This is an optimization exercise on Yosys and OpenROAD, whose aim is small area and a short achievable clock period, not a production implementation. Function was checked by simulation only, so behaviour that the tests miss may differ from the original.

==> inputs of run F <==
Design sigmoid9slices, start of the top module:
module sigmoid9slices (
    input wire clk,
    input wire rst_n,
    input wire signed [15:0] x0_in,
    input wire signed [15:0] x1_in,
    input wire valid_in,
    output reg signed [15:0] y0_out,
    output reg signed [15:0] y1_out,
    output reg valid_out
);
export LEC_CHECK = 0
export ABC_AREA = 1
export CAP_MARGIN = 20
export CORE_MARGIN = 2
export CORE_UTILIZATION = 60
export SETUP_SLACK_MARGIN = 5
export SLEW_MARGIN = 20
export TNS_END_PERCENT = 0
create_clock -name core_clock -period 8.0 [get_ports {clk}]
standard.sh (not shown) runs the stock make flow with config.mk's settings and CLKGATE_MAP_FILE= SYNTH_SCRIPT=/design/flow/synth_recipe.tcl, a recipe that flattens the netlist after the stock synthesis.
==> flow/flow/run.sh <==
#!/bin/bash
# Standard layout, with plain buffers (instead of delay cells) on the ports, and the
# timing repair aimed at a setup slack of 5.6 ns. The make output goes to standard.log,
# each ORFS step's full log to orfs/logs/.
set -e
export BUFFER_PORTS_ARGS="-buffer_cell sky130_fd_sc_hd__buf_2"
bash standard.sh finish SETUP_SLACK_MARGIN=5.6 > standard.log 2>&1
==> run C: changes against run F <==
--- a/flow/design.v
+++ b/flow/design.v
@@ -162,35 +162,35 @@
     wire h0_25c = r0_18_0 & r0_18_1;
     wire h0_26s = r0_19_0 ^ r0_19_1;
     wire h0_26c = r0_19_0 & r0_19_1;
     wire lg0_27 = (r0_1_0 & r0_1_1) | ((r0_1_0 | r0_1_1) & (r0_0_0 & r0_0_1));
     wire lp0_27 = (r0_1_0 | r0_1_1) & (r0_0_0 | r0_0_1);
     wire lg0_28 = (r0_3_2 & h0_10s) | ((r0_3_2 | h0_10s) & (r0_2_0 & r0_2_1));
     wire lp0_28 = (r0_3_2 | h0_10s) & (r0_2_0 | r0_2_1);
-    wire lg0_29 = lg0_28 | (lp0_28 & lg0_27);
-    wire lp0_29 = lp0_28 & lp0_27;
-    wire lg0_30 = (h0_10c & f0_11s) | ((h0_10c | f0_11s) & lg0_29);
-    wire lp0_30 = (h0_10c | f0_11s) & lp0_29;
-    wire lg0_31 = (f0_12c & f0_13s) | ((f0_12c | f0_13s) & (f0_11c & f0_12s));
-    wire lp0_31 = (f0_12c | f0_13s) & (f0_11c | f0_12s);
-    wire lg0_32 = (f0_14c & f0_15s) | ((f0_14c | f0_15s) & (f0_13c & f0_14s));
-    wire lp0_32 = (f0_14c | f0_15s) & (f0_13c | f0_14s);
-    wire lg0_33 = (f0_16c & f0_17s) | ((f0_16c | f0_17s) & (f0_15c & f0_16s));
-    wire lp0_33 = (f0_16c | f0_17s) & (f0_15c | f0_16s);
-    wire lg0_34 = lg0_32 | (lp0_32 & lg0_31);
-    wire lp0_34 = lp0_32 & lp0_31;
-    wire lg0_35 = lg0_33 | (lp0_33 & lg0_34);
-    wire lp0_35 = lp0_33 & lp0_34;
+    wire lg0_29 = (f0_11c & f0_12s) | ((f0_11c | f0_12s) & (h0_10c & f0_11s));
+    wire lp0_29 = (f0_11c | f0_12s) & (h0_10c | f0_11s);
+    wire lg0_30 = lg0_28 | (lp0_28 & lg0_27);
+    wire lp0_30 = lp0_28 & lp0_27;
+    wire lg0_31 = lg0_29 | (lp0_29 & lg0_30);
+    wire lp0_31 = lp0_29 & lp0_30;
+    wire lg0_32 = (f0_13c & f0_14s) | ((f0_13c | f0_14s) & (f0_12c & f0_13s));
+    wire lp0_32 = (f0_13c | f0_14s) & (f0_12c | f0_13s);
+    wire lg0_33 = (f0_15c & f0_16s) | ((f0_15c | f0_16s) & (f0_14c & f0_15s));
+    wire lp0_33 = (f0_15c | f0_16s) & (f0_14c | f0_15s);
+    wire lg0_34 = lg0_33 | (lp0_33 & lg0_32);
+    wire lp0_34 = lp0_33 & lp0_32;
+    wire lg0_35 = (f0_16c & f0_17s) | ((f0_16c | f0_17s) & lg0_34);
+    wire lp0_35 = (f0_16c | f0_17s) & lp0_34;
     reg [10:0] sa0, sb0;
     reg lgl0, lgh0, lph0;   
     wire lc0 = lgh0 | (lph0 & lgl0);
     always @(posedge clk) begin
         sa0 <= {r0_21_0, r0_20_0, h0_25c, f0_24c, f0_23c, f0_22c, f0_21c, f0_20c, f0_19c, f0_18c, f0_17c};
         sb0 <= {1'b0, h0_26c, h0_26s, h0_25s, f0_24s, f0_23s, f0_22s, f0_21s, f0_20s, f0_19s, f0_18s};
-        lgl0 <= lg0_30; lgh0 <= lg0_35; lph0 <= lp0_35;
+        lgl0 <= lg0_31; lgh0 <= lg0_35; lph0 <= lp0_35;
     end
     wire [10:0] ys0;
     wire ys0_p0 = (sa0[0] ^ sb0[0]);
     wire ys0_p1 = (sa0[1] ^ sb0[1]);
     wire ys0_p2 = (sa0[2] ^ sb0[2]);
     wire ys0_p3 = (sa0[3] ^ sb0[3]);
     wire ys0_p4 = (sa0[4] ^ sb0[4]);
@@ -372,35 +372,35 @@
     wire h1_75c = r1_18_0 & r1_18_1;
     wire h1_76s = r1_19_0 ^ r1_19_1;
     wire h1_76c = r1_19_0 & r1_19_1;
     wire lg1_77 = (r1_1_0 & r1_1_1) | ((r1_1_0 | r1_1_1) & (r1_0_0 & r1_0_1));
     wire lp1_77 = (r1_1_0 | r1_1_1) & (r1_0_0 | r1_0_1);
     wire lg1_78 = (r1_3_2 & h1_60s) | ((r1_3_2 | h1_60s) & (r1_2_0 & r1_2_1));
     wire lp1_78 = (r1_3_2 | h1_60s) & (r1_2_0 | r1_2_1);
-    wire lg1_79 = lg1_78 | (lp1_78 & lg1_77);
-    wire lp1_79 = lp1_78 & lp1_77;
-    wire lg1_80 = (h1_60c & f1_61s) | ((h1_60c | f1_61s) & lg1_79);
-    wire lp1_80 = (h1_60c | f1_61s) & lp1_79;
-    wire lg1_81 = (f1_62c & f1_63s) | ((f1_62c | f1_63s) & (f1_61c & f1_62s));
-    wire lp1_81 = (f1_62c | f1_63s) & (f1_61c | f1_62s);
-    wire lg1_82 = (f1_64c & f1_65s) | ((f1_64c | f1_65s) & (f1_63c & f1_64s));
-    wire lp1_82 = (f1_64c | f1_65s) & (f1_63c | f1_64s);
-    wire lg1_83 = (f1_66c & f1_67s) | ((f1_66c | f1_67s) & (f1_65c & f1_66s));
-    wire lp1_83 = (f1_66c | f1_67s) & (f1_65c | f1_66s);
-    wire lg1_84 = lg1_82 | (lp1_82 & lg1_81);
-    wire lp1_84 = lp1_82 & lp1_81;
-    wire lg1_85 = lg1_83 | (lp1_83 & lg1_84);
-    wire lp1_85 = lp1_83 & lp1_84;
+    wire lg1_79 = (f1_61c & f1_62s) | ((f1_61c | f1_62s) & (h1_60c & f1_61s));
+    wire lp1_79 = (f1_61c | f1_62s) & (h1_60c | f1_61s);
+    wire lg1_80 = lg1_78 | (lp1_78 & lg1_77);
+    wire lp1_80 = lp1_78 & lp1_77;
+    wire lg1_81 = lg1_79 | (lp1_79 & lg1_80);
+    wire lp1_81 = lp1_79 & lp1_80;
+    wire lg1_82 = (f1_63c & f1_64s) | ((f1_63c | f1_64s) & (f1_62c & f1_63s));
+    wire lp1_82 = (f1_63c | f1_64s) & (f1_62c | f1_63s);
+    wire lg1_83 = (f1_65c & f1_66s) | ((f1_65c | f1_66s) & (f1_64c & f1_65s));
+    wire lp1_83 = (f1_65c | f1_66s) & (f1_64c | f1_65s);
+    wire lg1_84 = lg1_83 | (lp1_83 & lg1_82);
+    wire lp1_84 = lp1_83 & lp1_82;
+    wire lg1_85 = (f1_66c & f1_67s) | ((f1_66c | f1_67s) & lg1_84);
+    wire lp1_85 = (f1_66c | f1_67s) & lp1_84;
     reg [10:0] sa1, sb1;
     reg lgl1, lgh1, lph1;   
     wire lc1 = lgh1 | (lph1 & lgl1);
     always @(posedge clk) begin
         sa1 <= {r1_21_0, r1_20_0, h1_75c, f1_74c, f1_73c, f1_72c, f1_71c, f1_70c, f1_69c, f1_68c, f1_67c};
         sb1 <= {1'b0, h1_76c, h1_76s, h1_75s, f1_74s, f1_73s, f1_72s, f1_71s, f1_70s, f1_69s, f1_68s};
-        lgl1 <= lg1_80; lgh1 <= lg1_85; lph1 <= lp1_85;
+        lgl1 <= lg1_81; lgh1 <= lg1_85; lph1 <= lp1_85;
     end
     wire [10:0] ys1;
     wire ys1_p0 = (sa1[0] ^ sb1[0]);
     wire ys1_p1 = (sa1[1] ^ sb1[1]);
     wire ys1_p2 = (sa1[2] ^ sb1[2]);
     wire ys1_p3 = (sa1[3] ^ sb1[3]);
     wire ys1_p4 = (sa1[4] ^ sb1[4]);
==> impl_metrics.toml <==
[final_layout]
areaGrowthSynthToFinish_pct = 13.1
stdcell_area_um2 = 7690
final-nonclk-buf-share_pct = 6.59

[floorplan]
die_w_um = 111

[outcome]
outcome = "timing/DRC/antenna clean"

[setup_path]
cp_slowest_cell = "fa_1"

[timing]
hold-worst-slack_ns = 0.373

[global_route]
globalRouteMet2Util_pct = 43.6

[placement]
dpl_cell_area_um2 = 7080

[route]
vias = 5970

[power_and_ir_drop]
seq_power_share_pct = 41.0
the above is filed under run C

==> impl_metrics.toml <==
[outcome]
outcome = "timing/DRC/antenna clean"

[final_layout]
stdcell_area_um2 = 7540
areaGrowthSynthToFinish_pct = 13.4
layout_common_cells = "nand2_1 (167), inv_1 (113), dfxtp_1 (96)"
final-nonclk-buf-share_pct = 7.29

[setup_path]
cp_slowest_cell = "dfrtp_1"

[power_and_ir_drop]
seq_power_share_pct = 43.6

[route]
drt-vias-per-instance = 5.78

[global_route]
globalRouteMet2Util_pct = 47.1

[timing]
hold-worst-slack_ns = 0.360

[placement]
dpl_cell_area_um2 = 6970
the above is filed under run F

afterwards: timing with drivers on the ports:
Ports are ideal in the flow. The routed layouts listed here were re-timed in OpenROAD. Step 1 (the two cells are an assumption about what drives the block):
set clk [get_ports {clk}]
set_driving_cell -lib_cell sky130_fd_sc_hd__clkbuf_16 $clk
set_driving_cell -lib_cell sky130_fd_sc_hd__buf_2 [delete_from_list [all_inputs] $clk]
Step 2 adds t to the input delays and takes it off the output delays; t is the mean of the earliest and latest rising clock arrival at the registers after step 1. Input paths then give back, and output paths get back, about the clock's delay inside the block. Slacks: ideal / step 1 / step 2; pairs: ideal / step 1.
| run | shift t [ns] | setup slack, ns | worst setup path at the end |
|---|---|---|---|
| run F | 0.415 | 5.515 / 5.478 / 5.390 | input to register |
| run C | 0.392 | 5.555 / 5.523 / 5.471 | input to register |
After both steps every run listed still meets setup and hold. The setup slack of run F, which loses most, moves by -0.037 ns with the drivers and by -0.125 ns with both steps.
